From an optimization exercise on the open Yosys and OpenROAD flow, aimed at small area, a short achievable clock period and few clock cycles; shortcuts taken in it are not production practice.
In this exercise RTL edits were held to simulation tests only and were not proved equivalent to the original.
Power and IR drop assume default switching activity.

the reference run:
==> flow/design.v (excerpt) <==
module Cpu(
  input  logic        clock,
  input  logic        resetn,
  input  logic [31:0] rdata,
  output logic [31:0] wdata,
  output logic        read, write,
  output logic [31:0] address,
  output logic        halted
);
  logic s_f, s_e, s_m, s_r, s_w, s_h;
  logic [31:0] addr_q;    
  logic [31:0] pc;        
  logic [31:0] ir;
  logic [31:0] wd_q;      
  logic [4:0]  ld_rd;     
  logic        ld_byte, ld_word, ld_uns;
  logic        st_half;
  logic [31:1][31:0] rf;
  logic [31:0] op1_q, op2_q;      
  logic        fwd1_q, fwd2_q;    
  logic        fwx1_q, fwx2_q;    
  logic [31:0] res2_q;
  logic [31:0] wb_q;              
  logic [4:0]  wb_rd;
  logic        wb_en;
  logic        d_use_rs2, d_sub;    
  logic [4:0]  imm_lo;              
  logic [6:0] opc;
  logic [2:0] f3;
  logic [6:0] f7;
  assign opc = ir[6:0];
  assign f3  = ir[14:12];
  assign f7  = ir[31:25];
  logic is_lui, is_auipc, is_jal, is_jalr, is_br, is_ld, is_st, is_opi, is_op;
  assign is_lui   = opc == 7'b0110111;
  assign is_auipc = opc == 7'b0010111;
  assign is_jal   = opc == 7'b1101111;
  assign is_jalr  = opc == 7'b1100111 && f3 == 3'd0;
  assign is_br    = opc == 7'b1100011 && f3[2:1] != 2'b01;
  assign is_ld    = opc == 7'b0000011 && (f3 == 3'd0 || f3 == 3'd1 || f3 == 3'd2 ||
                                          f3 == 3'd4 || f3 == 3'd5);
  assign is_st    = opc == 7'b0100011 && (f3 == 3'd0 || f3 == 3'd1 || f3 == 3'd2);
  assign is_opi   = opc == 7'b0010011 &&
                    (f3 == 3'd1 ? f7 == 7'h00 :
                     f3 == 3'd5 ? (f7 == 7'h00 || f7 == 7'h20) : 1'b1);
  assign is_op    = opc == 7'b0110011 &&
                    (f7 == 7'h00 || (f7 == 7'h20 && (f3 == 3'd0 || f3 == 3'd5)));
  ...
Settings: LEC_CHECK=0, CAP_MARGIN=20, CORE_MARGIN=2, CORE_UTILIZATION=50, SLEW_MARGIN=20; clock period 14.0 ns.
standard.sh (not shown) runs the stock make flow with config.mk's settings and CLKGATE_MAP_FILE= SYNTH_SCRIPT=/design/flow/synth_recipe.tcl, a recipe that flattens the netlist after the stock synthesis.
==> flow/flow/run.sh <==
#!/bin/bash
set -uo pipefail
MARGIN=${MARGIN:-9.5}
bash standard.sh SETUP_SLACK_MARGIN=$MARGIN finish > flow_make.log 2>&1
Testbench counts of the reference run, summed over its fixed seeds: cycles 77,732.
Here is what was changed in the inputs of the trial run compared with the reference run.
diff --git a/flow/design.v b/flow/design.v
--- a/flow/design.v
+++ b/flow/design.v
@@ -121,24 +121,25 @@
 );
   logic s_f, s_e, s_m, s_r, s_w, s_h;
   logic [31:0] addr_q;    
   logic [31:0] pc;        
   logic [31:0] ir;
   logic [31:0] wd_q;      
   logic [4:0]  ld_rd;     
   logic        ld_byte, ld_word, ld_uns;
   logic        st_half;
   logic [31:1][31:0] rf;
   logic [31:0] op1_q, op2_q;      
-  logic        fwd1_q, fwd2_q;    
-  logic        fwx1_q, fwx2_q;    
+  logic        s1_wb, s1_r2, s1_op;           
+  logic        s2_wb, s2_r2, s2_op;           
+  logic        b_wb, b_r2, b_op, b_imm;       
   logic [31:0] res2_q;
   logic [31:0] wb_q;              
   logic [4:0]  wb_rd;
   logic        wb_en;
   logic        d_use_rs2, d_sub;    
   logic [4:0]  imm_lo;              
   logic [6:0] opc;
   logic [2:0] f3;
   logic [6:0] f7;
   assign opc = ir[6:0];
   assign f3  = ir[14:12];
@@ -162,26 +163,27 @@
                  is_opi | is_op;
   logic [31:0] rd1, rd2;
   always_comb begin
     rd1 = '0;
     rd2 = '0;
     for (int k = 1; k < 32; k++) begin
       rd1 = rd1 | ({32{rdata[19:15] == 5'(k)}} & rf[k]);
       rd2 = rd2 | ({32{rdata[24:20] == 5'(k)}} & rf[k]);
     end
   end
   logic [31:0] rs1v, rs2v;
-  assign rs1v = fwd1_q ? wb_q : fwx1_q ? res2_q : op1_q;
-  assign rs2v = fwd2_q ? wb_q : fwx2_q ? res2_q : op2_q;
+  assign rs1v = ({32{s1_wb}} & wb_q) | ({32{s1_r2}} & res2_q) | ({32{s1_op}} & op1_q);
+  assign rs2v = ({32{s2_wb}} & wb_q) | ({32{s2_r2}} & res2_q) | ({32{s2_op}} & op2_q);
   logic [31:0] opb;
-  assign opb = d_use_rs2 ? rs2v : {{20{ir[31]}}, ir[31:25], imm_lo};
+  assign opb = ({32{b_wb}} & wb_q) | ({32{b_r2}} & res2_q) | ({32{b_op}} & op2_q) |
+               ({32{b_imm}} & {{20{ir[31]}}, ir[31:25], imm_lo});
   logic do_sub;
   assign do_sub = d_sub;
   logic [32:0] sum;
   assign sum = {1'b0, rs1v} + {1'b0, opb ^ {32{do_sub}}} + {32'd0, do_sub};
   logic eq, lt, ltu;
   assign eq  = rs1v == rs2v;
   assign lt  = (rs1v[31] ^ opb[31]) ? rs1v[31] : sum[31];
   assign ltu = ~sum[32];
   logic        sh_left;
   logic [31:0] sh_in, sh_rev, sh_out, sh_res;
   logic [32:0] sh_ext;
@@ -252,45 +254,55 @@
   always_ff @(posedge clock, negedge resetn)
     if (~resetn)
       wb_en <= 1'b0;
     else
       wb_en <= rf_we & (rf_wa != 5'd0);
   always_ff @(posedge clock) begin
     wb_q  <= rf_wd;
     wb_rd <= rf_wa;
     for (int k = 1; k < 32; k++)
       if (wb_en && wb_rd == 5'(k)) rf[k] <= wb_q;
   end
-  logic fwd_e1, fwd_e2, fwd_m1, fwd_m2;
+  logic fwd_e1, fwd_e2, fwd_m1, fwd_m2, fwx1, fwx2, use_rs2_d;
+  assign fwx1 = wb_en & (rdata[19:15] == wb_rd);
+  assign fwx2 = wb_en & (rdata[24:20] == wb_rd);
+  assign use_rs2_d = rdata[5] & ~rdata[2] & (rdata[4] | rdata[6]);
   assign fwd_e1 = s_e & rf_we & (ir[11:7] != 5'd0) & (rdata[19:15] == ir[11:7]);
   assign fwd_e2 = s_e & rf_we & (ir[11:7] != 5'd0) & (rdata[24:20] == ir[11:7]);
   assign fwd_m1 = (ld_rd != 5'd0) & (ir[19:15] == ld_rd);
   assign fwd_m2 = (ld_rd != 5'd0) & (ir[24:20] == ld_rd);
   always_ff @(posedge clock) begin
     if (s_f | s_e) begin
       op1_q <= rd1;
       op2_q <= rd2;
-      d_use_rs2 <= rdata[5] & ~rdata[2] & (rdata[4] | rdata[6]);
+      d_use_rs2 <= use_rs2_d;
       imm_lo    <= (~rdata[6] & rdata[5] & ~rdata[4]) ? rdata[11:7] : rdata[24:20];
       res2_q    <= wb_q;
-      fwx1_q    <= wb_en & (rdata[19:15] == wb_rd);
-      fwx2_q    <= wb_en & (rdata[24:20] == wb_rd);
       d_sub     <= (rdata[4] & rdata[14:13] == 2'b01) |
                    (rdata[4] & rdata[5] & rdata[14:12] == 3'd0 & rdata[30]);
     end
     if (s_f | s_e) begin
-      fwd1_q <= fwd_e1;
-      fwd2_q <= fwd_e2;
+      s1_wb <= fwd_e1;
+      s1_r2 <= ~fwd_e1 & fwx1;
+      s1_op <= ~fwd_e1 & ~fwx1;
+      s2_wb <= fwd_e2;
+      s2_r2 <= ~fwd_e2 & fwx2;
+      s2_op <= ~fwd_e2 & ~fwx2;
+      b_wb  <= use_rs2_d & fwd_e2;
+      b_r2  <= use_rs2_d & ~fwd_e2 & fwx2;
+      b_op  <= use_rs2_d & ~fwd_e2 & ~fwx2;
+      b_imm <= ~use_rs2_d;
     end else if (s_m) begin
-      fwd1_q <= fwd_m1;
-      fwd2_q <= fwd_m2;
+      if (fwd_m1) {s1_wb, s1_r2, s1_op} <= 3'b100;
+      if (fwd_m2) {s2_wb, s2_r2, s2_op} <= 3'b100;
+      if (fwd_m2) {b_wb, b_r2, b_op} <= {d_use_rs2, 2'b00};
     end
   end
   logic        br_taken;    
   logic        use_sum;     
   logic        use_tgt;     
   logic [31:0] addr_pre, addr_d;
   assign br_taken = s_e & is_br & cond;
   assign use_sum  = s_e & (mem_op | is_jalr);
   assign use_tgt  = (s_e & is_jal) | s_m | s_w;
   always_comb begin
     if (use_tgt)
Findings:
wb_q[16]$_DFF_P_ as the critical path capture point was reported by the reference run, and addr_q[28]$_DFFE_PN0P_ by the trial run.
Compared the trial run vs the reference run, and part of the total power dissipated in the clock network is up in the trial run.
The overall fraction of global-route tracks in use reported for the trial run is greater than that of the reference run by 1.0 points.
As far as horizontal extent of the die is concerned, the trial run and the reference run perform about the same.
The routed wire length on met2 reported for the trial run is smaller than that of the reference run by about 0.7%.
STATUS summed instance area of the synthesized netlist: the trial run wins against the reference run
Going from the reference run to the trial run, met3 routed wirelength up 5.5 mm; total clock buffers created by CTS dropped 2.
The routed wire length per instance in the trial run was higher than what the reference run gave.
The reference run vs the trial run, class of the most critical setup path: input port to flip-flop vs flip-flop to flip-flop
On total power: the trial run sits above the reference run.
Adder and majority cell fraction of the synthesized area: the trial run vs the reference run — no meaningful difference
The trial run: worst-case setup slack after placement 0.23 ns above the reference run
Setup slack down 0.032 ns in the trial run wrt the reference run
A slowest library cell on the worst path of sky130_fd_sc_hd__a222oi_1 is what the trial run shows, while sky130_fd_sc_hd__dlygate4sd2_1 belongs to the reference run.
Testbench counts of the trial run, summed over its fixed seeds: cycles 77,732.

[re-timing with driven ports]
No port has a modelled driver above. Below, the same layouts with a new extraction and two added sets of constraints. Step 1 sets driving cells, clkbuf_16 on the clock port and buf_2 on the other inputs (assumed; they add their load-dependent delay and slew). Step 2 adds t to the input delays and takes it off the output delays; t is the mean of the earliest and latest rising clock arrival at the registers after step 1. Input paths then give back, and output paths get back, about the clock's delay inside the block. Slacks: ideal ports / drivers / drivers and shift; pairs: ideal ports / drivers.
run | shift t [ns] | setup WS [ns] | latest minus earliest clock arrival (ns) | worst register clock-pin slew, ns
the reference run | 0.867 | 9.366 / 9.418 / 8.556 | 0.052 / 0.051 | 0.07 / 0.07
the trial run | 0.883 | 9.334 / 9.334 / 8.630 | 0.047 / 0.047 | 0.07 / 0.07
After both steps every run listed still meets setup and hold. For the reference run, which loses most, drivers alone change the setup slack by +0.052 ns; drivers and shift together by -0.810 ns.
